Context: an optimization exercise on an open-source flow, tuned for small area. The choices shown serve that exercise and are no tape-out recipe.
Function was checked by simulation only, so behaviour that the tests miss may differ from the original.
Power is estimated from default activity; no workload was simulated.

==> inputs of 12-16 <==
// PlotSignal
module PlotSignal (
  input  wire Clock,
  input  wire Reset_n,
  output wire [7:0]  X,
  output wire [7:0]  Y,
  output wire        WR,
  output wire [11:0] RGB,
  input  wire [8:0]  DISP_VMRK1,
  input  wire [8:0]  DISP_VMRK2,
  input  wire [8:0]  DISP_HMRK1,
  input  wire [8:0]  DISP_HMRK2,
  input  wire [1:0]  INPUT_SELECT,
  output wire [8:0]  ADC1_RDO_Add,     
  output wire        ADC1_RDO_Req,     
  input  wire        ADC1_RDO_Ack,     
  input  wire [13:0] ADC1_RDO_Q,       
  output wire        ADC1_RDO_Done,    
  input  wire [0:0]  ADC1_TDiv,        
  input  wire [1:0]  ADC1_VDiv,        
  input  wire [7:0]  ADC1_VShift,      
  input  wire [13:0] ADC1_TRG_LVL,     
  output wire [8:0]  ADC2_RDO_Add,     
  output wire        ADC2_RDO_Req,     
  input  wire        ADC2_RDO_Ack,     
  input  wire [13:0] ADC2_RDO_Q,       
  output wire        ADC2_RDO_Done,    
  input  wire [0:0]  ADC2_TDiv,        
  input  wire [1:0]  ADC2_VDiv,        
  input  wire [7:0]  ADC2_VShift,      
  input  wire [13:0] ADC2_TRG_LVL,     
  output wire [8:0]  DIG1_RDO_Add,     
  output wire        DIG1_RDO_Req,     
  input  wire        DIG1_RDO_Ack,     
  input  wire [0:0]  DIG1_RDO_Q,       
  output wire        DIG1_RDO_Done,    
  input  wire [0:0]  DIG1_TDiv,        
  ...
clock: 15.0 ns
lec_check: 0
cap_margin: 20
core_margin: 2
core_utilization: 40
cts_buf_list: sky130_fd_sc_hd__clkbuf_8
place_density: 0.6
slew_margin: 20
standard.sh (not shown) runs the stock make flow with config.mk's settings and CLKGATE_MAP_FILE= SYNTH_SCRIPT=/design/flow/synth_recipe.tcl, a recipe that flattens the netlist after the stock synthesis.
==> flow/flow/run.sh <==
#!/bin/bash
# Layout flow: the standard synthesis; then the combinational logic of its netlist
# re-mapped for area, keeping the smallest result that is proven equivalent (registers,
# tie cells and full adders stay as the standard synthesis made them; full adders may be
# used in inverted form); then the standard layout, with the port buffers made of the
# smallest buffer cell.
set -euo pipefail
here=$(pwd)
res=$here/orfs/results/$FLOW_PLATFORM/PlotSignal/base
yosys_bin=$FLOW_HOME/../tools/install/yosys/bin/yosys
[[ -x $yosys_bin ]] || yosys_bin=$(command -v yosys)
export RESYN_LIB=$FLOW_HOME/platforms/$FLOW_PLATFORM/lib/sky130_fd_sc_hd__tt_025C_1v80.lib
export RESYN_TOP=$FLOW_TOP
export yosys_bin here

# 1. standard synthesis (netlist only)
bash standard.sh "$res/1_2_yosys.v" > synth_std.log 2>&1
cp "$res/1_2_yosys.v" "$here/synth_std.v"

# 2. a second starting point: full adders flipped where that saves inverters
python3 flow/flipfa.py synth_std.v synth_flip.v > flipfa.log 2>&1 || cp synth_std.v synth_flip.v

# 3. area re-mapping, one run per starting point and ABC script
mkdir -p resyn
one() {
  local start=$1 scr=$2 k=$1_$(basename "$2" .abc)
  RESYN_IN=$here/synth_$start.v RESYN_ABC=$here/$scr RESYN_STAT=$here/resyn/$k.stat \
  RESYN_OUT=$here/resyn/$k.v "$yosys_bin" -c "$here/flow/resynth.tcl" > "resyn_$k.log" 2>&1 || true
}
export -f one
for s in std flip; do for scr in flow/*.abc; do echo "$s $scr"; done; done \
  | xargs -P "${NUM_CORES:-4}" -L 1 bash -c 'one "$0" "$1"'

# 4. smallest first; keep the first one proven equivalent to the standard netlist
best=$here/synth_std.v
for k in $(for f in resyn/*.stat; do
             a=$(awk '/Chip area/ {print $NF}' "$f"); [[ -n $a && -s resyn/$(basename "$f" .stat).v ]] \
               && echo "$a $(basename "$f" .stat)"
           done | sort -g | awk '{print $2}'); do
  if EQ_GOLD=$here/synth_std.v EQ_GATE=$here/resyn/$k.v "$yosys_bin" -c "$here/flow/equiv.tcl" \
       > "equiv_$k.log" 2>&1; then
    best=$here/resyn/$k.v
    break
  fi
done
echo "netlist: $best" > chosen.txt
cp "$best" "$res/1_2_yosys.v"
touch "$res/1_2_yosys.v"

# 5. standard layout from that netlist
export BUFFER_PORTS_ARGS="-buffer_cell sky130_fd_sc_hd__buf_1"
bash standard.sh > layout.log 2>&1
==> flow/flow/c.abc <==
strash; dc2; dch -f; amap
==> flow/flow/d.abc <==
strash; &get -n; &deepsyn -T 60 -S 7; &put; dch -f; amap
==> flow/flow/e.abc <==
strash; dc2; dch -f; amap; strash; dc2; dch -f; amap
==> flow/flow/flipfa.py <==
#!/usr/bin/env python3
"""Choose which full adders of a gate-level netlist to use in inverted form.

A full adder is self-dual: fa(~a, ~b, ~c) = (~sum, ~cout).  Where a full adder pin is
joined to another full adder, a register, or a port only through inverters, the
inversion cannot be absorbed into other logic and costs an inverter cell.  This
picks, per full adder, whether to flip it (inverters on all its pins, which the
following logic optimisation cancels or absorbs) so that as few such hard
connections as possible are inverted.

usage: flipfa.py in.v out.v
"""
import re, sys, random

src = open(sys.argv[1]).read()
cell_re = re.compile(r'^(\s*)(sky130_fd_sc_hd__\w+)\s+(\S+)\s*\((.*?)\);', re.S | re.M)
pin_re = re.compile(r'\.(\w+)\(\s*([^()]*?)\s*\)')
OUTP = {'X', 'Y', 'Q', 'Q_N', 'SUM', 'COUT', 'HI', 'LO'}

cells = []
for m in cell_re.finditer(src):
    typ, name, body = m.group(2), m.group(3), m.group(4)
    pins = dict(pin_re.findall(body))
    cells.append((typ, name, pins, m.start(), m.end()))

drv = {}
for i, (typ, name, pins, a, b) in enumerate(cells):
    for p, n in pins.items():
        if p in OUTP:
            drv[n] = (i, p)

def kind(typ):
    t = typ.split('__')[1]
    if t.startswith('fa_'): return 'fa'
    if t.startswith(('inv_', 'clkinv_')): return 'inv'
    if t.startswith(('buf_', 'clkbuf_')): return 'buf'
    if t.startswith('df'): return 'ff'
    return 'logic'

def source(net):
    """Follow inverters and buffers back from net: (source, parity); source is
    ('fa', index) for a full adder output, 'hard' for a port, register or constant,
    None for other logic."""
    par = 0
    for _ in range(100):
        d = drv.get(net)
        if d is None:
            return 'hard', par          # input port or constant
        i, p = d
        k = kind(cells[i][0])
        if k == 'inv':
            par ^= 1; net = cells[i][2]['A']; continue
        if k == 'buf':
            net = cells[i][2]['A']; continue
        if k == 'fa':
            return ('fa', i), par
        if k == 'ff':
            return 'hard', par
        return None, par
    return None, par

fas = [i for i, c in enumerate(cells) if kind(c[0]) == 'fa']
# edges: (u, v, parity); u/v are fa indices or -1 for fixed polarity
edges = []
for i in fas:
    for p in ('A', 'B', 'CIN'):
        s, par = source(cells[i][2][p])
        if s is None:
            continue
        u = s[1] if isinstance(s, tuple) else -1
        edges.append((u, i, par))
# full adder outputs that reach registers or output ports through inverters only
outs = set(re.findall(r'^\s*output\s+(?:\[[^\]]*\]\s*)?([^;]+);', src, re.M))
outnets = []
for o in outs:
    for n in o.split(','):
        outnets.append(n.strip())
sinks = []
for i, (typ, name, pins, a, b) in enumerate(cells):
    if kind(typ) in ('ff',):
        for p, n in pins.items():
            if p == 'D':
                sinks.append(n)
for n in sinks:
    s, par = source(n)
    if isinstance(s, tuple):
        edges.append((s[1], -1, par))

flip = {i: 0 for i in fas}
def cost():
    return sum(par ^ flip.get(u, 0) ^ flip.get(v, 0) for u, v, par in edges)
adj = {i: [] for i in fas}
for e in edges:
    for x in e[:2]:
        if x in adj: adj[x].append(e)
before = cost()
changed = True
while changed:
    changed = False
    for i in fas:
        cur = sum(par ^ flip.get(u, 0) ^ flip.get(v, 0) for u, v, par in adj[i])
        flip[i] ^= 1
        new = sum(par ^ flip.get(u, 0) ^ flip.get(v, 0) for u, v, par in adj[i])
        if new < cur:
            changed = True
        else:
            flip[i] ^= 1
after = cost()

# rewrite: a flipped full adder gets inverters on every pin
out = []
last = 0
k = 0
for i, (typ, name, pins, a, b) in enumerate(cells):
    if not flip.get(i):
        continue
    out.append(src[last:a]); last = b
    newpins = {}
    extra = []
    for p, n in pins.items():
        w = 'flipfa_%d' % k; k += 1
        newpins[p] = w
        if p in OUTP:
            extra.append('  sky130_fd_sc_hd__inv_1 flipfa_inv_%d (.A(%s), .Y(%s));' % (k, w, n))
        else:
            extra.append('  sky130_fd_sc_hd__inv_1 flipfa_inv_%d (.A(%s), .Y(%s));' % (k, n, w))
    out.append('\n  %s %s (%s);\n%s' % (typ, name, ', '.join('.%s(%s)' % kv for kv in newpins.items()), '\n'.join(extra)))
out.append(src[last:])
res = ''.join(out)
wires = ''.join('  wire flipfa_%d;\n' % j for j in range(k))
res = re.sub(r'(module\s+\w+\s*\([^;]*\);\n)', lambda m: m.group(1) + wires, res, count=1)
open(sys.argv[2], 'w').write(res)
print('full adders %d, flipped %d, inverted hard connections %d -> %d'
      % (len(fas), sum(flip.values()), before, after))
Other scripts of this flow, unchanged in this note and not shown: flow/flow/a.abc, flow/flow/equiv.tcl, flow/flow/resynth.tcl
==> 06-13 (differences from 12-16) <==
==> flow/flow/run.sh (replaced) <==
#!/bin/bash
# Layout flow: the standard synthesis; then the combinational logic of its netlist
# re-mapped for area, keeping the smallest result that is proven equivalent (registers,
# tie cells and full adders stay as the standard synthesis made them); then the standard layout, with the port buffers made of the
# smallest buffer cell.
set -euo pipefail
here=$(pwd)
res=$here/orfs/results/$FLOW_PLATFORM/PlotSignal/base
yosys_bin=$FLOW_HOME/../tools/install/yosys/bin/yosys
[[ -x $yosys_bin ]] || yosys_bin=$(command -v yosys)
export RESYN_LIB=$FLOW_HOME/platforms/$FLOW_PLATFORM/lib/sky130_fd_sc_hd__tt_025C_1v80.lib
export RESYN_TOP=$FLOW_TOP
export yosys_bin here

# 1. standard synthesis (netlist only)
bash standard.sh "$res/1_2_yosys.v" > synth_std.log 2>&1
cp "$res/1_2_yosys.v" "$here/synth_std.v"

# 2. area re-mapping, one run per ABC script
mkdir -p resyn
one() {
  local start=$1 scr=$2 k=$1_$(basename "$2" .abc)
  RESYN_IN=$here/synth_$start.v RESYN_ABC=$here/$scr RESYN_STAT=$here/resyn/$k.stat \
  RESYN_OUT=$here/resyn/$k.v "$yosys_bin" -c "$here/flow/resynth.tcl" > "resyn_$k.log" 2>&1 || true
}
export -f one
for s in std; do for scr in flow/*.abc; do echo "$s $scr"; done; done \
  | xargs -P "${NUM_CORES:-4}" -L 1 bash -c 'one "$0" "$1"'

# 3. smallest first; keep the first one proven equivalent to the standard netlist
best=$here/synth_std.v
for k in $(for f in resyn/*.stat; do
             a=$(awk '/Chip area/ {print $NF}' "$f"); [[ -n $a && -s resyn/$(basename "$f" .stat).v ]] \
               && echo "$a $(basename "$f" .stat)"
           done | sort -g | awk '{print $2}'); do
  if EQ_GOLD=$here/synth_std.v EQ_GATE=$here/resyn/$k.v "$yosys_bin" -c "$here/flow/equiv.tcl" \
       > "equiv_$k.log" 2>&1; then
    best=$here/resyn/$k.v
    break
  fi
done
echo "netlist: $best" > chosen.txt
cp "$best" "$res/1_2_yosys.v"
touch "$res/1_2_yosys.v"

# 4. standard layout from that netlist
export BUFFER_PORTS_ARGS="-buffer_cell sky130_fd_sc_hd__buf_1"
bash standard.sh > layout.log 2>&1
==> flow/flow/m11.abc (new file) <==
strash; &get -n; &deepsyn -T 60; &put; dch -f; amap -m -F 20 -A 50
==> flow/flow/m12.abc (new file) <==
strash; &get -n; &deepsyn -T 60; &put; dch -f; amap -F 50 -A 200 -C 2000
==> flow/flow/m16.abc (new file) <==
strash; &get -n; &deepsyn -T 60; &put; dch -f; amap -F 20 -A 50 -E 0.01
- CTS_CLUSTER_DIAMETER: default -> 300
- CTS_CLUSTER_SIZE: default -> 30
removed: flow/flow/c.abc
removed: flow/flow/d.abc
removed: flow/flow/e.abc
removed: flow/flow/flipfa.py
==> run summary <==
DP Wirelength=14,500 um; outcome=no timing/DRC/antenna violations; post-route cell area=0.00589 mm^2; clk tree area frac=0.786%; met3 Track Usage GR=2.93%; multi-input combinational area share=64.7%; final hold slack=0.698 ns; Post-Synthesis Cells=693; power density cells=45.2 mW/mm^2; clock skew=0.00687 ns; Critical Path Start=ADC1_VDiv[1]; share of cells above drive strength 1=0.884%
-- figures above: 06-13

==> run summary <==
Post-Synthesis Cells=718; post-route cell area=0.00594 mm^2; outcome=no timing/DRC/antenna violations; power density cells=44.5 mW/mm^2; clock skew=0.00658 ns; Critical Path Start=ADC2_VDiv[1]; clk tree area frac=0.780%; final hold slack=0.625 ns; share of cells above drive strength 1=0.968%; Worst Path Max Fanout=16; DP Wirelength=14,300 um; met3 Track Usage GR=2.54%
-- figures above: 12-16

-- re-timing with driven ports --
Ports are ideal in the flow. The routed layouts listed here were re-timed in OpenROAD. Step 1: set_driving_cell puts a clkbuf_16 on Clock and a buf_2 on each other input, an assumption about the parent block. Step 2 adds t to the input delays and takes it off the output delays; t is the mean of the earliest and latest rising clock arrival at the registers after step 1. Input paths then give back, and output paths get back, about the clock's delay inside the block. Slacks: ideal ports / drivers / drivers and shift; pairs: ideal ports / drivers.
run	t (ns)	setup WS [ns]	worst slew at a driven data input, ns
12-16	0.280	2.300 / 2.275 / 2.275	0.06
06-13	0.289	2.035 / 2.010 / 2.010	0.07
After both steps every run listed still meets setup and hold.
